Context: an optimization exercise on an open-source flow, tuned for small area, a short achievable clock period and few clock cycles. The choices shown serve that exercise and are no tape-out recipe.
RTL that was checked went through simulation tests only; none was proved equivalent to the original.
Power and IR drop assume default switching activity.

== trial 16 ==
==> flow/design.v <==
module drawLine
    (
        output logic [18:0] addr  ,
        output logic [31:0] data  ,
        output logic        wr    ,
        input  logic        busy  ,
        input  logic        clk   ,
        input  logic        reset ,
        input  logic        clk_en,
        input  logic        start ,
        output logic        done  ,
        input  logic [31:0] dataa ,
        input  logic [31:0] datab ,
        input  logic  [7:0] n     ,
        output logic [31:0] result
    );
    logic        sb, sc, se, sf, sg, sw, run;   
    logic        single;                            
    logic        first;                             
    logic        steep, sgx, sgy;
    logic [10:0] freg;
    logic  [9:0] cnt;
    wire [9:0] rp = result[9:0];
    wire [9:0] rq = result[29:20];
    wire idle = ~(sb | sc | se | sf | sg | sw | run);
    wire [9:0] x0 = dataa[9:0];
    wire [9:0] y0 = dataa[19:10];
    wire [9:0] x1 = dataa[29:20];
    wire [9:0] y1 = datab[9:0];
    wire       empty = (x0 == x1) && (y0 == y1) && (n != 8'd0);
    logic       cci;
    wire [11:0] ccw = {1'b0, cnt, 1'b1} + {1'b0, ~rq, cci};
    wire        ccout = ccw[11];
    wire  [9:0] cc = ccw[10:1];
    wire        g    = ~freg[10];               
    logic       sbc;                            
    wire        fsel = sbc | g;
    wire        fci  = sb | g;
    wire [10:0] fop  = fsel ? ~{1'b0, rp} : {1'b0, rq};
    wire [11:0] fsw  = {freg, 1'b1} + {fop, fci};
    wire [10:0] fs   = fsw[11:1];
    wire  [9:0] bigD = steep ? rq : cnt;
    logic       mxs, mys;                       
    wire        mx  = g ? ~first : mxs;
    wire        my  = g ? ~first : mys;
    wire        xn  = mx & sgx;
    wire        h0  = my ^ xn;
    wire        h1  = my ? sgy : xn;
    wire        h2  = my ? ~sgy : xn;
    wire [18:0] addend = {{9{h1}}, h2, h1, h0, {6{xn}}, mx}
                       | {2'b00, rp & {10{sb}}, 7'd0}
                       | {9'd0, rq[9:7] & {3{sc}}, 7'd0};
    wire [18:0] asum = addr + addend;
    wire issue = ~busy;
    wire start_e = idle & start;
    wire ev_run  = (sg | run) & issue;           
    wire last    = (cnt == 10'd1);
    wire ev_one  = ((sc & single) | sw) & issue;  
    wire fin     = (ev_run & last) | ev_one;      
    wire fin_ld  = ((sg | run) & last) | (sc & single) | sw;
    wire        en_cnt  = start_e | sc | (sf & steep) | ev_run;
    wire  [9:0] d_cnt   = (sg | run) ? cnt - 10'd1 :
                          sc ? cc ^ {10{sgx}} :
                          sf ? rq : x1;
    wire        en_freg = start_e | sb | sc | sf | sg | (run & issue & ~first);
    wire [10:0] d_freg  = sf ? ~{2'b00, bigD[9:1]} :
                          idle ? {1'b0, y1} : fs;
    wire        en_addr = start_e | sb | sc | (run & issue);
    wire [18:0] d_addr  = idle ? {y0, 2'b00, x0[6:0]} : asum;
    wire        go      = start_e & ~empty;
    wire        en_rp   = go | sb | sf | fin_ld;
    wire  [9:0] d_rp    = idle ? y0 : sb ? 10'd0 : sf ? cc ^ {10{steep}} : datab[9:0];
    wire        en_rq   = go | (sc & ~single) | (sf & steep) | fin_ld;
    wire  [9:0] d_rq    = idle ? x0 : (sc & ~single) ? fs[9:0] ^ {10{freg[10]}} : sf ? cnt : datab[29:20];
    wire        en_col  = go | fin_ld;
    assign data = {22'd0, result[19:10]};
    always_ff @(posedge clk) begin
        if (reset) begin
            sb     <= 1'b0;
            sc     <= 1'b0;
            se     <= 1'b0;
            sf     <= 1'b0;
            sg     <= 1'b0;
            sw     <= 1'b0;
            run    <= 1'b0;
            wr     <= 1'b0;
            done   <= 1'b0;
            result <= 32'd0;
        end else if (clk_en) begin
            sb   <= start_e & ~empty;
            sc   <= sb;
            se   <= sc & ~single;
            sf   <= se;
            sg   <= sf;
            sw   <= ((sc & single) | sw) & ~issue;
            run  <= (sg | run) & ~(issue & last);
            wr   <= ev_run | ev_one;
            done <= (start_e & empty) | fin;
            if (en_rp)  result[9:0]   <= d_rp;
            if (en_col) result[19:10] <= datab[19:10];
            if (en_rq)  result[29:20] <= d_rq;
            if (fin_ld) result[31:30] <= datab[31:30];
        end
    end
    always_ff @(posedge clk) begin
        if (clk_en) begin
            if (start_e) begin
                single <= (n == 8'd0);
            end
            cci <= go | ((sb | se) & ccout);
            sbc <= go | sb;
            if (start_e | ev_run)
                first <= start_e;
            if (start_e | (ev_run & first)) begin
                mxs <= ~start_e & ~steep;
                mys <= ~start_e & steep;
            end
            if (sb)
                sgx <= ~ccout;
            if (sc)
                sgy <= freg[10];
            if (se)
                steep <= ~ccout;
            if (en_cnt)
                cnt <= d_cnt;
            if (en_freg)
                freg <= d_freg;
            if (en_addr)
                addr <= d_addr;
        end
    end
endmodule
clock: 6.0 ns
lec_check: 0
abc_clock_period_in_ps: 2500
cap_margin: 20
core_margin: 2
core_utilization: 40
place_density: 0.6
setup_slack_margin: 3.0
slew_margin: 20
standard.sh (not shown) runs the stock make flow with config.mk's settings and CLKGATE_MAP_FILE= SYNTH_SCRIPT=/design/flow/synth_recipe.tcl, a recipe that flattens the netlist after the stock synthesis.
==> flow/flow/run.sh <==
#!/bin/bash
# Standard layout, with the port buffers made of the smallest buffer cell
# (the resizer upsizes them where timing needs it).
set -euo pipefail
export BUFFER_PORTS_ARGS="-buffer_cell sky130_fd_sc_hd__buf_1"
bash standard.sh finish > make_finish.log 2>&1
> inputs changed (trial 16 -> trial 13)
==> flow/design.v <==
module drawLine
    (
        output logic [18:0] addr  ,
        output logic [31:0] data  ,
        output logic        wr    ,
        input  logic        busy  ,
        input  logic        clk   ,
        input  logic        reset ,
        input  logic        clk_en,
        input  logic        start ,
        output logic        done  ,
        input  logic [31:0] dataa ,
        input  logic [31:0] datab ,
        input  logic  [7:0] n     ,
        output logic [31:0] result
    );
    logic        sa, sb, sc, sd, se, sf, sg, sw, run;   
    logic        single;                            
    logic        first;                             
    logic        steep, sgx, sgy;
    logic [10:0] freg;
    logic  [9:0] cnt;
    wire [9:0] rp = result[9:0];
    wire [9:0] rq = result[29:20];
    wire idle = ~(sa | sb | sc | sd | se | sf | sg | sw | run);
    wire [9:0] x0 = dataa[9:0];
    wire [9:0] y0 = dataa[19:10];
    wire [9:0] x1 = dataa[29:20];
    wire [9:0] y1 = datab[9:0];
    wire       empty = (x0 == x1) && (y0 == y1) && (n != 8'd0);
    wire        cci = sb | (sc & ~sgx) | (sf & ~steep);
    wire [11:0] ccw = {1'b0, cnt, 1'b1} + {1'b0, ~rq, cci};
    wire        ccout = ccw[11];
    wire  [9:0] cc = ccw[10:1];
    wire        g    = ~freg[10];               
    wire        fsel = sb | sc | g;
    wire        fci  = sb | g;
    wire [10:0] fop  = fsel ? ~{1'b0, rp} : {1'b0, rq};
    wire [11:0] fsw  = {freg, 1'b1} + {fop, fci};
    wire [10:0] fs   = fsw[11:1];
    wire  [9:0] bigD = steep ? rq : cnt;
    wire        mx  = ~first & (~steep | g);
    wire        my  = ~first & (steep | g);
    wire        xn  = mx & sgx;
    wire        h0  = my ^ xn;
    wire        h1  = my ? sgy : xn;
    wire        h2  = my ? ~sgy : xn;
    wire [18:0] addend = {{9{h1}}, h2, h1, h0, {6{xn}}, mx}
                       | {2'b00, rp & {10{sb}}, 7'd0}
                       | {9'd0, rq[9:7] & {3{sc}}, 7'd0};
    wire [10:0] alo   = {1'b0, addr[9:0]} + {1'b0, addend[9:0]};
    wire  [8:0] ahi0  = addr[18:10] + addend[18:10];
    wire  [8:0] ahi1  = addr[18:10] + addend[18:10] + 9'd1;
    wire [18:0] asum  = {alo[10] ? ahi1 : ahi0, alo[9:0]};
    wire issue = ~busy;
    wire start_e = idle & start;
    wire ev_run  = (sg | run) & issue;           
    wire last    = (cnt == 10'd1);
    wire ev_one  = ((sc & single) | sw) & issue;  
    wire fin     = (ev_run & last) | ev_one;      
    wire        en_cnt  = start_e | sc | (sf & steep) | ev_run;
    wire  [9:0] d_cnt   = (sg | run) ? cnt - 10'd1 :
                          sc ? cc ^ {10{sgx}} :
                          sf ? rq : x1;
    wire        en_freg = start_e | sb | sc | sf | sg | (run & issue & ~first);
    wire [10:0] d_freg  = sf ? ~{2'b00, bigD[9:1]} :
                          idle ? {1'b0, y1} : fs;
    wire        en_addr = start_e | sb | sc | (run & issue);
    wire [18:0] d_addr  = idle ? {y0, 2'b00, x0[6:0]} : asum;
    wire        en_rp   = sa | sb | sf | fin;
    wire  [9:0] d_rp    = sa ? y0 : sb ? 10'd0 : sf ? cc ^ {10{steep}} : datab[9:0];
    wire        en_rq   = sa | sd | (sf & steep) | fin;
    wire  [9:0] d_rq    = sa ? x0 : sd ? freg[9:0] ^ {10{sgy}} : sf ? cnt : datab[29:20];
    wire        en_col  = sa | fin;
    assign data = {22'd0, result[19:10]};
    always_ff @(posedge clk) begin
        if (reset) begin
            sa     <= 1'b0;
            sb     <= 1'b0;
            sc     <= 1'b0;
            sd     <= 1'b0;
            se     <= 1'b0;
            sf     <= 1'b0;
            sg     <= 1'b0;
            sw     <= 1'b0;
            run    <= 1'b0;
            wr     <= 1'b0;
            done   <= 1'b0;
            result <= 32'd0;
        end else if (clk_en) begin
            sa   <= start_e & ~empty;
            sb   <= sa;
            sc   <= sb;
            sd   <= sc & ~single;
            se   <= sd;
            sf   <= se;
            sg   <= sf;
            sw   <= ((sc & single) | sw) & ~issue;
            run  <= (sg | run) & ~(issue & last);
            wr   <= ev_run | ev_one;
            done <= (start_e & empty) | fin;
            if (en_rp)  result[9:0]   <= d_rp;
            if (en_col) result[19:10] <= datab[19:10];
            if (en_rq)  result[29:20] <= d_rq;
            if (fin)    result[31:30] <= datab[31:30];
        end
    end
    always_ff @(posedge clk) begin
        if (clk_en) begin
            if (start_e) begin
                single <= (n == 8'd0);
            end
            if (start_e | ev_run)
                first <= start_e;
            if (sb)
                sgx <= ~ccout;
            if (sc)
                sgy <= freg[10];
            if (se)
                steep <= ~ccout;
            if (en_cnt)
                cnt <= d_cnt;
            if (en_freg)
                freg <= d_freg;
            if (en_addr)
                addr <= d_addr;
        end
    end
endmodule
Results
Looking at maximum number of pins on one net before global-route repair, trial 13 sits about 30% above trial 16.
Compared to trial 16, the number of flip-flops in trial 13 is lower.
Trial 13 — static leakage about 3.4% lower, trial 16 as reference
Sort trial 13 and trial 16 by design area, ascending, and trial 13 comes first.
Trial 16 has a higher fraction of area in multi-input gates than trial 13.
Between trial 16 and trial 13, register share of total power increased.
Testbench counts of trial 13, summed over its fixed seeds: cycles 75,107.
The RTL of trial 16 was laid out without a check of its function.

re-timing with driven ports:
The results above use ideal ports. As a check the final layouts listed here were re-extracted and re-timed, cells and wires unchanged. Step 1, drivers: a clkbuf_16 drives clk and a buf_2 each remaining input, both assumed. Step 2, shift: input delay + t, output delay - t, t = (earliest + latest rising clock arrival at the registers) / 2. This alone moves slack from input paths to output paths. Three values: no drivers, after step 1, after step 2; two values: the first two.
| run | t (ns) | slack for setup (ns) | worst hold slack (ns) | slew at the worst register clock pin (ns) |
|---|---|---|---|---|
| trial 16 | 0.403 | 2.866 / 2.866 / 2.669 | 0.479 / 0.479 / 0.479 | 0.08 / 0.08 |
| trial 13 | 0.416 | 2.826 / 2.826 / 2.826 | 0.507 / 0.507 / 0.507 | 0.08 / 0.08 |
After both steps every run listed still meets setup and hold. The setup slack of trial 16, which loses most, moves by 0.000 ns with the drivers and by -0.197 ns with both steps.
